Context: an optimization exercise on an open-source flow, tuned for small area. The choices shown serve that exercise and are no tape-out recipe. The RTL was checked by simulation tests, not by an equivalence proof against the original design. The flow treats the clock pin as an ideal source. Dropping or thinning the clock tree relies on that and would not hold on a real chip. Power figures rest on the tool's default switching activity, not on a simulated workload.

Setup of old:
// uart_edge_detection
module uart_edge_detection (
    input logic clk,           
    input logic rst_n,         
    input logic uart_rx,       
    output logic uart_tx,      
    output logic led_rx,       
    output logic led_tx,       
    output logic data_ready    
);
Settings: LEC_CHECK=0, CAP_MARGIN=20, CORE_MARGIN=2, CORE_UTILIZATION=40, SLEW_MARGIN=20; clock period 20.0 ns.
standard.sh (not shown) runs the stock make flow with config.mk's settings and CLKGATE_MAP_FILE= SYNTH_SCRIPT=/design/flow/synth_recipe.tcl, a recipe that flattens the netlist after the stock synthesis.
==> flow/flow/run.sh <==
#!/bin/bash
# Layout flow: the standard.sh (standard synthesis unchanged), with
#  - the combinational logic of that synthesis re-mapped by ABC for area
#    (flow/reopt.tcl, flow/area.abc); flip-flops are kept as synthesis made
#    them, same instances, names and cells;
#  - port buffers of buf_1 instead of the resizer's default pick;
#  - clock tree synthesis without dummy loads; afterwards the registers are
#    split again into 5 even groups by x, each driven by one leaf buffer,
#    and the root buffer is a clkbuf_2 (flow/post_cts.tcl).
# Each tool's output goes to a log file here: synth_make.log, reopt_yosys.log,
# flow_make.log (ORFS also keeps per-step logs under orfs/logs).
set -euo pipefail
RES=orfs/results/$FLOW_PLATFORM/uart_edge_detection/base

bash standard.sh synth > synth_make.log 2>&1

cp $RES/1_2_yosys.v std_synth.v
export REOPT_DONT_USE="sky130_fd_sc_hd__probe_p_8 sky130_fd_sc_hd__probec_p_8 sky130_fd_sc_hd__lpflow_* sky130_fd_sc_hd__fill_*"
yosys -c flow/reopt.tcl > reopt_yosys.log 2>&1
cp reopt.v $RES/1_2_yosys.v
rm -f $RES/1_synth.odb

bash standard.sh \
  "BUFFER_PORTS_ARGS=-buffer_cell sky130_fd_sc_hd__buf_1" \
  "CTS_ARGS=-sink_clustering_enable -repair_clock_nets -dont_use_dummy_load" \
  "POST_CTS_TCL=$PWD/flow/post_cts.tcl" CLK_LEAF_NX=5 CLK_LEAF_NY=1 \
  CLK_ROOT_CELL=sky130_fd_sc_hd__clkbuf_2 \
  finish > flow_make.log 2>&1
==> flow/flow/area.abc <==
strash; &get -n; &st; &syn2; &put; dc2; dch; if -K 4 -a; mfs2; strash; dch; amap; topo; stime -c
==> flow/flow/reopt.tcl <==
# Re-map the combinational logic of the standard synthesis for area.
# Reads std_synth.v (the standard synthesis netlist), keeps every flip-flop
# instance as it is (same name, same cell), turns the other cells back into
# logic and maps that logic again with ABC's area mapper. Writes reopt.v.
set lib $::env(FLOW_HOME)/platforms/sky130hd/lib/sky130_fd_sc_hd__tt_025C_1v80.lib
set dont_use {}
foreach c $::env(REOPT_DONT_USE) { lappend dont_use -dont_use $c }
yosys read_liberty -ignore_miss_func -ignore_miss_dir $lib
# flip-flops keep their hierarchy so that flatten and ABC leave them untouched
set flops {}
foreach m [split [exec grep -o {sky130_fd_sc_hd__e\?df[a-z0-9_]*} std_synth.v] "\n"] {
  if {[lsearch $flops $m] < 0} { lappend flops $m }
}
yosys setattr -mod -set keep_hierarchy 1 {*}$flops
yosys read_verilog std_synth.v
yosys hierarchy -top $::env(FLOW_TOP)
yosys flatten
yosys opt_clean -purge
yosys abc -liberty $lib {*}$dont_use -script flow/area.abc $::env(FLOW_TOP)
yosys opt_clean -purge
yosys hilomap -singleton -hicell sky130_fd_sc_hd__conb_1 HI -locell sky130_fd_sc_hd__conb_1 LO $::env(FLOW_TOP)
yosys insbuf -buf sky130_fd_sc_hd__buf_4 A X $::env(FLOW_TOP)
yosys opt_clean -purge
yosys stat -liberty $lib $::env(FLOW_TOP)
yosys select $::env(FLOW_TOP)
yosys write_verilog -noattr -nohex -nodec -selected reopt.v
Other scripts of this flow, unchanged in this note and not shown: flow/flow/post_cts.tcl
Setup changes, old to new
-- flow/flow/run.sh --
<<< old, line 3
#  - the combinational logic of that synthesis re-mapped by ABC for area
#    (flow/reopt.tcl, flow/area.abc); flip-flops are kept as synthesis made
#    them, same instances, names and cells;
#  - port buffers of buf_1 instead of the resizer's default pick;
#  - clock tree synthesis without dummy loads; afterwards the registers are
>>> new, line 3
#  - the combinational logic of that synthesis re-mapped by ABC for area
#    (flow/reopt.tcl, flow/area.abc); flip-flops are kept as synthesis made
#    them, same instances, names and cells, and so are its full adders and
#    majority gates;
#  - port buffers of buf_1 instead of the resizer's default pick;
#  - clock tree synthesis without dummy loads; afterwards the registers are
==> flow/flow/area.abc <==
strash; dc2; dc2; dch; amap; topo; stime -c
==> flow/flow/reopt.tcl <==
# Re-map the combinational logic of the standard synthesis for area.
# Reads std_synth.v (the standard synthesis netlist), keeps every flip-flop
# instance as it is (same name, same cell), and the full adders and majority
# gates synthesis made for the window count, turns the other cells back into
# logic and maps that logic again with ABC's area mapper. Writes reopt.v.
set lib $::env(FLOW_HOME)/platforms/sky130hd/lib/sky130_fd_sc_hd__tt_025C_1v80.lib
set dont_use {}
foreach c $::env(REOPT_DONT_USE) { lappend dont_use -dont_use $c }
yosys read_liberty -ignore_miss_func -ignore_miss_dir $lib
# flip-flops, full adders and majority gates keep their hierarchy so that
# flatten and ABC leave them untouched
set flops {}
foreach m [split [exec grep -o {sky130_fd_sc_hd__\(e\?df\|fa_\|maj3_\)[a-z0-9_]*} std_synth.v] "\n"] {
  if {[lsearch $flops $m] < 0} { lappend flops $m }
}
yosys setattr -mod -set keep_hierarchy 1 {*}$flops
yosys read_verilog std_synth.v
yosys hierarchy -top $::env(FLOW_TOP)
yosys flatten
yosys opt_clean -purge
yosys abc -liberty $lib {*}$dont_use -script flow/area.abc $::env(FLOW_TOP)
yosys opt_clean -purge
yosys hilomap -singleton -hicell sky130_fd_sc_hd__conb_1 HI -locell sky130_fd_sc_hd__conb_1 LO $::env(FLOW_TOP)
yosys insbuf -buf sky130_fd_sc_hd__buf_4 A X $::env(FLOW_TOP)
yosys opt_clean -purge
yosys stat -liberty $lib $::env(FLOW_TOP)
yosys select $::env(FLOW_TOP)
yosys write_verilog -noattr -nohex -nodec -selected reopt.v
==> summary.txt <==
- No run among old and new stopped early or left any final violation; all are clean.
- new: count of mapped cells out of synthesis lower than old
- Final critical-path required period | new below old
- Global-route usage: new vs old, no meaningful difference
- Relative to old, the upper clock frequency limit of new is higher by 2.1%.

---

The RTL this note starts from:
==> flow/design.v <==
module uart_tx (
    input  logic clk,
    input  logic rst_n,
    input  logic tx_start,
    input  logic data_in,
    output logic tx_busy,
    output logic tx
);
    localparam logic [8:0] BAUD_TICK = 9'b001101000;
    localparam logic [8:0] BAUD_FULL = 9'b011010001;
    logic [8:0] baud;
    logic [3:0] bit_count;
    wire        tick = baud == BAUD_TICK;
    always_ff @(posedge clk or negedge rst_n) begin
        if (!rst_n) begin
            tx_busy <= 1'b0;
            tx      <= 1'b1;
        end else if (tx_start && !tx_busy) begin
            tx_busy <= 1'b1;
        end else if (tx_busy && tick) begin
            tx <= (bit_count == 4'd1 && data_in) || bit_count == 4'd9;
            if (bit_count == 4'd9)
                tx_busy <= 1'b0;
        end
    end
    always_ff @(posedge clk) begin
        if (!tx_busy) begin
            baud      <= BAUD_FULL;
            bit_count <= 4'd0;
        end else begin
            baud <= {baud[7:0], baud[8] ^ baud[4] ^ tick};
            if (tick)
                bit_count <= bit_count + 4'd1;
        end
    end
endmodule
module uart_rx (
    input  logic clk,
    input  logic rst_n,
    input  logic rx,
    output logic data_out,
    output logic data_valid
);
    localparam logic [8:0] BAUD_TICK = 9'b001101000;
    localparam logic [8:0] BAUD_HALF = 9'b110010100;
    logic [8:0] baud;
    logic [3:0] bit_count;
    logic       rx_active;
    logic       bit0;
    wire        tick = baud == BAUD_TICK;
    always_ff @(posedge clk or negedge rst_n) begin
        if (!rst_n) begin
            rx_active  <= 1'b0;
            data_valid <= 1'b0;
        end else begin
            if (!rx_active && !rx) begin
                rx_active <= 1'b1;
            end else if (rx_active) begin
                if (tick && bit_count == 4'd9) begin
                    rx_active  <= 1'b0;
                    data_valid <= 1'b1;
                end
            end else begin
                data_valid <= 1'b0;
            end
        end
    end
    always_ff @(posedge clk) begin
        if (!rx_active) begin
            baud      <= BAUD_HALF;
            bit_count <= 4'd0;
        end else begin
            baud <= {baud[7:0], baud[8] ^ baud[4] ^ tick};
            if (tick) begin
                bit_count <= bit_count + 4'd1;
                if (bit_count == 4'd1)
                    bit0 <= rx;
                if (bit_count == 4'd9)
                    data_out <= bit0;
            end
        end
    end
endmodule
module uart_edge_detection (
    input logic clk,           
    input logic rst_n,         
    input logic uart_rx,       
    output logic uart_tx,      
    output logic led_rx,       
    output logic led_tx,       
    output logic data_ready    
);
    parameter CLOCK_FREQ = 50000000;    
    parameter BAUD_RATE  = 115200;
    parameter BAUD_DIV   = CLOCK_FREQ / BAUD_RATE;
    parameter THRESHOLD  = 4;           
    logic rx_data;             
    logic rx_done;
    logic tx_start;
    logic tx_busy;
    logic tx_data;             
    logic [17:0] line_buf;     
    logic [35:0] results;
    logic [5:0]  counter;      
    localparam logic [1:0] IDLE = 2'd0, RECEIVE = 2'd1, PROCESS = 2'd2, SEND = 2'd3;
    logic [1:0] state, next_state;
    uart_rx uart_receiver (
        .clk(clk),
        .rst_n(rst_n),
        .rx(uart_rx),
        .data_out(rx_data),
        .data_valid(rx_done)
    );
    uart_tx uart_transmitter (
        .clk(clk),
        .rst_n(rst_n),
        .tx_start(tx_start),
        .data_in(tx_data),
        .tx_busy(tx_busy),
        .tx(uart_tx)
    );
    always_ff @(posedge clk or negedge rst_n) begin
        if (!rst_n)
            state <= IDLE;
        else
            state <= next_state;
    end
    always_comb begin
        case (state)
            IDLE:      next_state = (rx_done) ? RECEIVE : IDLE;
            RECEIVE:   next_state = (counter == 6'd63 && rx_done) ? PROCESS : RECEIVE;
            PROCESS:   next_state = SEND;
            SEND:      next_state = (counter == 6'd36 && !tx_busy) ? IDLE : SEND;
            default:   next_state = IDLE;
        endcase
    end
    wire take_pixel = (state == IDLE || state == RECEIVE) && rx_done;
    wire load_byte  = (state == SEND) && !tx_busy && !tx_start;
    logic [2:0] s, c;
    assign {c[0], s[0]} = rx_data + line_buf[0] + line_buf[1];
    assign {c[1], s[1]} = line_buf[7] + line_buf[8] + line_buf[9];
    assign {c[2], s[2]} = line_buf[15] + line_buf[16] + line_buf[17];
    wire window_set = (c[0] & c[1]) | (c[0] & c[2]) | (c[1] & c[2])
                    | ((c[0] | c[1] | c[2]) & ((s[0] & s[1]) | (s[0] & s[2]) | (s[1] & s[2])));
    wire window_done = (state == RECEIVE) && rx_done && counter[2:1] != 2'b00;
    always_ff @(posedge clk) begin
        if (state == IDLE)
            counter <= {5'd0, rx_done};
        else if ((state == RECEIVE && rx_done) || load_byte)
            counter <= counter + 6'd1;
    end
    always_ff @(posedge clk) begin
        if (take_pixel)
            line_buf <= {line_buf[16:0], rx_data};
        if (window_done || load_byte)
            results <= {results[34:0], window_set};
        if (load_byte)
            tx_data <= results[35];
    end
    always_ff @(posedge clk or negedge rst_n) begin
        if (!rst_n)
            tx_start <= 1'b0;
        else
            tx_start <= load_byte || (tx_start && !tx_busy);
    end
    assign led_tx = tx_start;
    always_ff @(posedge clk or negedge rst_n) begin
        if (!rst_n) begin
            led_rx <= 1'b0;
            data_ready <= 1'b0;
        end else begin
            led_rx <= (state == RECEIVE) ? rx_done : 1'b0;
            data_ready <= (state == SEND);
        end
    end
endmodule
clock: 20.0 ns
lec_check: 0
cap_margin: 20
core_margin: 2
core_utilization: 40
cts_cluster_diameter: 200
cts_cluster_size: 40
slew_margin: 20
run.sh (not shown) runs the stock make flow with config.mk's settings and CLKGATE_MAP_FILE= SYNTH_SCRIPT=/design/flow/synth_recipe.tcl, a recipe that flattens the netlist after the stock synthesis.
Stock flow here: none of the scripts above is used.
Rerun with:
==> flow/flow/run.sh (new file) <==
#!/bin/bash
# Layout flow: the standard.sh (standard synthesis unchanged), with
#  - the combinational logic of that synthesis re-mapped by ABC's area
#    mapper (flow/reopt.tcl); flip-flops are kept as synthesis made them;
#  - port buffers of buf_1 instead of the resizer's default pick;
#  - clock tree synthesis without dummy loads.
# Each tool's output goes to a log file here: synth_make.log, reopt_yosys.log,
# flow_make.log (ORFS also keeps per-step logs under orfs/logs).
set -euo pipefail
RES=orfs/results/$FLOW_PLATFORM/uart_edge_detection/base

bash standard.sh synth > synth_make.log 2>&1

cp $RES/1_2_yosys.v std_synth.v
export REOPT_DONT_USE="sky130_fd_sc_hd__probe_p_8 sky130_fd_sc_hd__probec_p_8 sky130_fd_sc_hd__lpflow_* sky130_fd_sc_hd__fill_*"
yosys -c flow/reopt.tcl > reopt_yosys.log 2>&1
cp reopt.v $RES/1_2_yosys.v
rm -f $RES/1_synth.odb

bash standard.sh \
  "BUFFER_PORTS_ARGS=-buffer_cell sky130_fd_sc_hd__buf_1" \
  "CTS_ARGS=-sink_clustering_enable -repair_clock_nets -dont_use_dummy_load" \
  finish > flow_make.log 2>&1
==> flow/flow/area.abc (new file) <==
strash; dc2; dc2; dch; amap; topo; stime -c
==> flow/flow/reopt.tcl (new file) <==
# Re-map the combinational logic of the standard synthesis for area.
# Reads std_synth.v (the standard synthesis netlist), keeps every flip-flop
# instance as it is (same name, same cell), turns the other cells back into
# logic and maps that logic again with ABC's area mapper. Writes reopt.v.
set lib $::env(FLOW_HOME)/platforms/sky130hd/lib/sky130_fd_sc_hd__tt_025C_1v80.lib
set dont_use {}
foreach c $::env(REOPT_DONT_USE) { lappend dont_use -dont_use $c }
yosys read_liberty -ignore_miss_func -ignore_miss_dir $lib
# flip-flops keep their hierarchy so that flatten and ABC leave them untouched
set flops {}
foreach m [split [exec grep -o {sky130_fd_sc_hd__e\?df[a-z0-9_]*} std_synth.v] "\n"] {
  if {[lsearch $flops $m] < 0} { lappend flops $m }
}
yosys setattr -mod -set keep_hierarchy 1 {*}$flops
yosys read_verilog std_synth.v
yosys hierarchy -top $::env(FLOW_TOP)
yosys flatten
yosys opt_clean -purge
yosys abc -liberty $lib {*}$dont_use -script flow/area.abc $::env(FLOW_TOP)
yosys opt_clean -purge
yosys hilomap -singleton -hicell sky130_fd_sc_hd__conb_1 HI -locell sky130_fd_sc_hd__conb_1 LO $::env(FLOW_TOP)
yosys insbuf -buf sky130_fd_sc_hd__buf_4 A X $::env(FLOW_TOP)
yosys opt_clean -purge
yosys stat -liberty $lib $::env(FLOW_TOP)
yosys select $::env(FLOW_TOP)
yosys write_verilog -noattr -nohex -nodec -selected reopt.v
==> flow/standard.sh (new file) <==
#!/bin/bash
# synth_recipe.tcl (not shown) runs the flow's synth.tcl, then flattens the netlist and writes it again
# the make line also repeats each setting of config.mk as NAME=value (left out here)
make -C /OpenROAD-flow-scripts/flow DESIGN_CONFIG=/design/flow/config.mk WORK_HOME=/design/flow/orfs CLKGATE_MAP_FILE= SYNTH_SCRIPT=/design/flow/synth_recipe.tcl "${@:-finish}"
Settings changed: CTS_CLUSTER_DIAMETER 200 to not set, CTS_CLUSTER_SIZE 40 to not set.
removed: flow/run.sh
Effect: Hold slack is worse by 18 ps. Routed wire length came out lower by about a fifth. Power came out higher slightly. Critical path depth does not change.

-- re-timing with driven ports --
Ports are ideal in the flow. The routed layouts listed here were re-timed in OpenROAD.
Step 1 (the two cells are an assumption about what drives the block):
set clk [get_ports {clk}]
set_driving_cell -lib_cell sky130_fd_sc_hd__clkbuf_16 $clk
set_driving_cell -lib_cell sky130_fd_sc_hd__buf_2 [delete_from_list [all_inputs] $clk]
Step 2, shift: input delay + t, output delay - t, t = (earliest + latest rising clock arrival at the registers) / 2. This alone moves slack from input paths to output paths.
Three values: no drivers, after step 1, after step 2; two values: the first two.
| run | t, ns | setup WS [ns] | worst hold slack (ns) |
|---|---|---|---|
| old | 0.424 | 14.205 / 14.177 / 14.601 | 0.405 / 0.405 / 0.405 |
| new | 0.430 | 14.324 / 14.301 / 14.731 | 0.405 / 0.405 / 0.405 |
| the first run of note 2 | 0.378 | 14.578 / 14.549 / 14.926 | 0.422 / 0.422 / 0.422 |
| the second run of note 2 | 0.369 | 14.979 / 14.952 / 15.321 | 0.404 / 0.404 / 0.404 |
After both steps setup and hold are still met in every run listed.
